This is an optimization exercise on Yosys and OpenROAD, whose aim is small area, not a production implementation.
Only simulation tests tie the RTL to the original design; equivalence was not proved.
The clock port is modelled as an ideal driver, which makes a skipped or thinned clock tree look cheaper than it is; a real chip needs a root buffer or a tree.
Power and IR drop assume default switching activity.

==> flow/design.v (excerpt) <==
module mp2 #(
    parameter CLK_FREQ = 12000000,
    parameter INTERVAL = CLK_FREQ / 360
)(
    input logic clk,
    input logic rst,
    output logic RGB_R,
    output logic RGB_G,
    output logic RGB_B
);
==> module mp2, before the edit <==
module mp2 #(
    parameter CLK_FREQ = 12000000,
    parameter INTERVAL = CLK_FREQ / 360
)(
    input logic clk,
    input logic rst,
    output logic RGB_R,
    output logic RGB_G,
    output logic RGB_B
);
    logic [3:0] a;
    logic [4:0] s;
    logic [5:0] d;
    logic [2:0] seg;
    logic       tick;
    wire top = &a;                         
    wire [1:0] pm = a[1:0] + s[1:0];       
    generate
        if (INTERVAL == 33333) begin : g_lfsr
            logic [13:0] lf;
            always_ff @(posedge clk) begin
                if (rst || tick) lf <= 14'h2b91;
                else lf <= {~lf[12:0], lf[13] ^ lf[0]};
            end
            assign tick = ((lf ^ 14'h20fb) & 14'h18ff) == 14'h0 && pm[0] && (pm[1] == d[0]);
        end else begin : g_bin
            logic [31:0] counter;
            always_ff @(posedge clk) begin
                if (rst || tick) counter <= 0;
                else counter <= counter + 1;
            end
            assign tick = (counter >= INTERVAL);
        end
    endgenerate
    always_ff @(posedge clk) begin
        if (rst || top) begin
            a <= 4'd0;
            s <= 5'd0;
        end else if (s[4]) begin
            a <= a + 4'd1;
            s <= 5'd0;
        end else begin
            s <= s + 5'd1;
        end
    end
    wire down = seg[2] ^ seg[1] ^ seg[0];
    wire last = down ? (d[5:1] == 5'd0) : (d[5] & d[4] & d[3] & d[1] & d[0]);
    always_ff @(posedge clk) begin
        if (rst) begin
            d <= 6'd0;
            seg <= 3'b000;
        end else if (tick) begin
            d <= down ? d - 6'd1 : d + 6'd1;
            if (last) seg <= {~seg[0], seg[2:1]};
        end
    end
    wire ramp = {a, s[3:2] | {2{s[4]}}} < d;     
    wire full = ~top;                             
    assign RGB_R = (~seg[2] & ~seg[1] & full) | ((seg[2] ^ seg[1]) & ramp);
    assign RGB_G = (seg[2] & ~seg[0] & full) | ~(seg[2] ^ seg[0]) & ramp;
    assign RGB_B = (seg[1] & seg[0] & full) | ((seg[1] ^ seg[0]) & ramp);
endmodule
Settings: LEC_CHECK=0, CAP_MARGIN=20, CORE_MARGIN=2, CORE_UTILIZATION=40, SLEW_MARGIN=20; clock period 30.0 ns.
standard.sh (not shown) runs the stock make flow with config.mk's settings and CLKGATE_MAP_FILE= SYNTH_SCRIPT=/design/flow/synth_recipe.tcl, a recipe that flattens the netlist after the stock synthesis.
==> flow/flow/run.sh <==
#!/bin/bash
# Own layout flow:
#  1. the standard synthesis (its netlist names the registers);
#  2. area-oriented re-synthesis of the combinational logic with abc's deepsyn, several
#     seeds, both from the RTL (registers then renamed to the standard synthesis's names)
#     and by re-mapping the standard netlist; a candidate counts only if it holds the same
#     registers, in the same cells, and a SAT proof shows its logic equals the standard
#     netlist's; the smallest one is laid out;
#  3. the standard layout, with one-cell port buffers and the clock tree collapsed to a
#     single buffer.
set -euo pipefail
W=$(pwd)
F=$W/flow
R=$W/orfs/results/sky130hd/mp2/base
LIB=$FLOW_HOME/platforms/sky130hd/lib/sky130_fd_sc_hd__tt_025C_1v80.lib
YOSYS=$FLOW_HOME/../tools/install/yosys/bin/yosys
[[ -x $YOSYS ]] || YOSYS=$(command -v yosys)
# candidates: source (rtl or the standard netlist, map), abc mapper, deepsyn seed
CANDIDATES="map:amap:1 map:amap:2 map:amap:3 map:amap:4 map:amap:5 map:amap:6 map:amap:7 map:amap:8 map:amap:9 map:amap:10 map:amap:11 map:amap:12 rtl:amap:1 rtl:amap:2 rtl:amap:3 rtl:amap:4"
ABC_T=20

# 1. standard synthesis
bash standard.sh synth > $W/log_1_synth.txt 2>&1

# 2. re-synthesis candidates
python3 $F/genmap.py $LIB $W/cells_func.v > $W/log_2_genmap.txt 2>&1
DU=$(grep -o -- "-dont_use [A-Za-z0-9_]*" $W/orfs/logs/sky130hd/mp2/base/1_2_yosys.log | sort -u | tr '\n' ' ')
cp $R/1_2_yosys.v $W/std_netlist.v
python3 $F/cutff.py $W/std_netlist.v $W/std_cut.v > $W/log_2_cut_std.txt 2>&1

candidate() {
  local kind=$1 mapper=$2 s=$3 c=$1_$2_$3
  local m="amap"
  [[ $mapper == mapa ]] && m="map -a"
  echo "strash; &get -n; &deepsyn -S $s -T $ABC_T; &put; dch -f; $m; topo" > $W/cand_$c.abc
  if [[ $kind == rtl ]]; then
    cat > $W/cand_$c.ys <<EOY
read_verilog -sv $W/design.v
hierarchy -check -top $FLOW_TOP
synth -flatten -top $FLOW_TOP -nofsm -noshare -run :fine
opt -full
techmap
opt -fast
dfflegalize -cell \$_DFF_P_ 01
opt_clean -purge
abc -liberty $LIB $DU -script $W/cand_$c.abc
dfflibmap -liberty $LIB $DU
EOY
  else
    cat > $W/cand_$c.ys <<EOY
read_liberty -lib $LIB
read_verilog $W/std_netlist.v
hierarchy -top $FLOW_TOP
techmap -map $W/cells_func.v
techmap
opt -purge
abc -liberty $LIB $DU -script $W/cand_$c.abc
EOY
  fi
  cat >> $W/cand_$c.ys <<EOY
opt_clean -purge
hilomap -singleton -hicell sky130_fd_sc_hd__conb_1 HI -locell sky130_fd_sc_hd__conb_1 LO
splitnets
opt_clean -purge
rename -hide w:*\$func\$*
select -assert-none t:\$*
tee -q -o $W/cand_$c.stat stat -liberty $LIB
write_verilog -noattr -nohex -nodec $W/cand_${c}_raw.v
EOY
  cat > $W/equiv_$c.ys <<EOY
read_verilog $W/std_cut.v
rename $FLOW_TOP gold
read_verilog $W/cand_${c}_cut.v
rename $FLOW_TOP gate
read_verilog -lib $W/cells_func.v
hierarchy -check
techmap -map $W/cells_func.v
techmap
opt -purge
miter -equiv -flatten -make_assert gold gate miter
hierarchy -top miter
sat -verify -prove-asserts miter
EOY
  if $YOSYS -q -l $W/log_2_cand_$c.txt $W/cand_$c.ys > /dev/null 2>&1 \
     && if [[ $kind == rtl ]]; then
          python3 $F/matchff.py $W/std_netlist.v $W/cand_${c}_raw.v $W/cand_$c.v > $W/log_2_match_$c.txt 2>&1
        else
          cp $W/cand_${c}_raw.v $W/cand_$c.v
        fi \
     && python3 $F/cutff.py $W/cand_$c.v $W/cand_${c}_cut.v > $W/log_2_cut_$c.txt 2>&1 \
     && $YOSYS -q -l $W/log_2_equiv_$c.txt $W/equiv_$c.ys > /dev/null 2>&1; then
    echo "$(grep 'Chip area' $W/cand_$c.stat | awk '{print $NF}') $c" > $W/cand_$c.ok
  fi
}
n=0
for c in $CANDIDATES; do
  candidate $(echo $c | tr ':' ' ') &
  n=$((n + 1))
  if (( n % ${NUM_CORES:-4} == 0 )); then wait; fi
done
wait
best=$(cat $W/cand_*.ok 2>/dev/null | sort -g | head -1 | awk '{print $2}')
{ echo "standard netlist: $(grep 'Chip area' $W/orfs/reports/sky130hd/mp2/base/synth_stat.txt | awk '{print $NF}')"
  echo "proven candidates (area name):"; cat $W/cand_*.ok 2>/dev/null || true; } > $W/log_2_choice.txt
if [[ -n "$best" ]]; then
  cp $W/cand_$best.v $R/1_2_yosys.v
  rm -f $R/1_synth.odb $R/1_synth.sdc
  echo "using $best" >> $W/log_2_choice.txt
else
  echo "no candidate proven; standard netlist kept" >> $W/log_2_choice.txt
fi

# 3. the standard layout from there
export MY_CLKBUF=${MY_CLKBUF:-sky130_fd_sc_hd__buf_12}
bash standard.sh POST_CTS_TCL=$F/post_cts.tcl "BUFFER_PORTS_ARGS=-buffer_cell sky130_fd_sc_hd__buf_1" finish > $W/log_3_layout.txt 2>&1
Other scripts of this flow, unchanged in this note and not shown: flow/flow/cutff.py, flow/flow/genmap.py, flow/flow/matchff.py, flow/flow/post_cts.tcl
Rerun with:
--- a/flow/design.v
+++ b/flow/design.v
@@ -12,5 +12,6 @@
     logic [4:0] s;
     logic [5:0] d;
-    logic [2:0] seg;
+    logic       dir;
+    logic [1:0] ph;
     logic       tick;
     wire top = &a;                         
@@ -44,19 +45,25 @@
         end
     end
-    wire down = seg[2] ^ seg[1] ^ seg[0];
-    wire last = down ? (d[5:1] == 5'd0) : (d[5] & d[4] & d[3] & d[1] & d[0]);
+    wire last = dir ? (d[5:1] == 5'd0) : (d[5] & d[4] & d[3] & d[1] & d[0]);
     always_ff @(posedge clk) begin
         if (rst) begin
             d <= 6'd0;
-            seg <= 3'b000;
+            dir <= 1'b0;
+            ph <= 2'd0;
         end else if (tick) begin
-            d <= down ? d - 6'd1 : d + 6'd1;
-            if (last) seg <= {~seg[0], seg[2:1]};
+            d <= dir ? d - 6'd1 : d + 6'd1;
+            if (last) begin
+                dir <= ~dir;
+                ph <= ph[1] ? 2'd0 : ph + 2'd1;
+            end
         end
     end
     wire ramp = {a, s[3:2] | {2{s[4]}}} < d;     
     wire full = ~top;                             
-    assign RGB_R = (~seg[2] & ~seg[1] & full) | ((seg[2] ^ seg[1]) & ramp);
-    assign RGB_G = (seg[2] & ~seg[0] & full) | ~(seg[2] ^ seg[0]) & ramp;
-    assign RGB_B = (seg[1] & seg[0] & full) | ((seg[1] ^ seg[0]) & ramp);
+    wire p0 = ~ph[1] & ~ph[0];
+    wire p1 = ph[0];
+    wire p2 = ph[1];
+    assign RGB_R = (p1 & ramp) | (((~dir & p0) | (dir & p2)) & full);
+    assign RGB_G = (p0 & ramp) | (((~dir & p2) | (dir & p1)) & full);
+    assign RGB_B = (p2 & ramp) | (((~dir & p1) | (dir & p0)) & full);
 endmodule
The changed run finished with timing, DRC and antenna clean.
Total power rises by 1.9%.
Synthesized cell count falls by 2.6%.
Clock power stays flat.
Via count falls by 1.9%.
Wire length rises by 1.4%.

## separate check: timing with driven ports
In the flow no input, the clock included, has a driving cell. The finished layouts below were timed again as built, in two steps. Step 1 sets driving cells, clkbuf_16 on the clock port and buf_2 on the other inputs (assumed; they add their load-dependent delay and slew). Step 2 also shifts input and output timing later by t, the mid clock arrival at the registers, as if the neighbouring blocks saw the same clock. a / b / c = no drivers / after step 1 / after step 2; a / b = the first two.
run	t (ns)	setup WS [ns]	worst hold slack (ns)	worst setup path after step 2	worst slew at a driven data input, ns
the first run	0.174	22.279 / 22.250 / 22.424	0.379 / 0.379 / 0.379	register to output	0.03
the second run	0.171	22.288 / 22.258 / 22.430	0.403 / 0.403 / 0.403	register to output	0.03
After both steps every run listed still meets setup and hold.
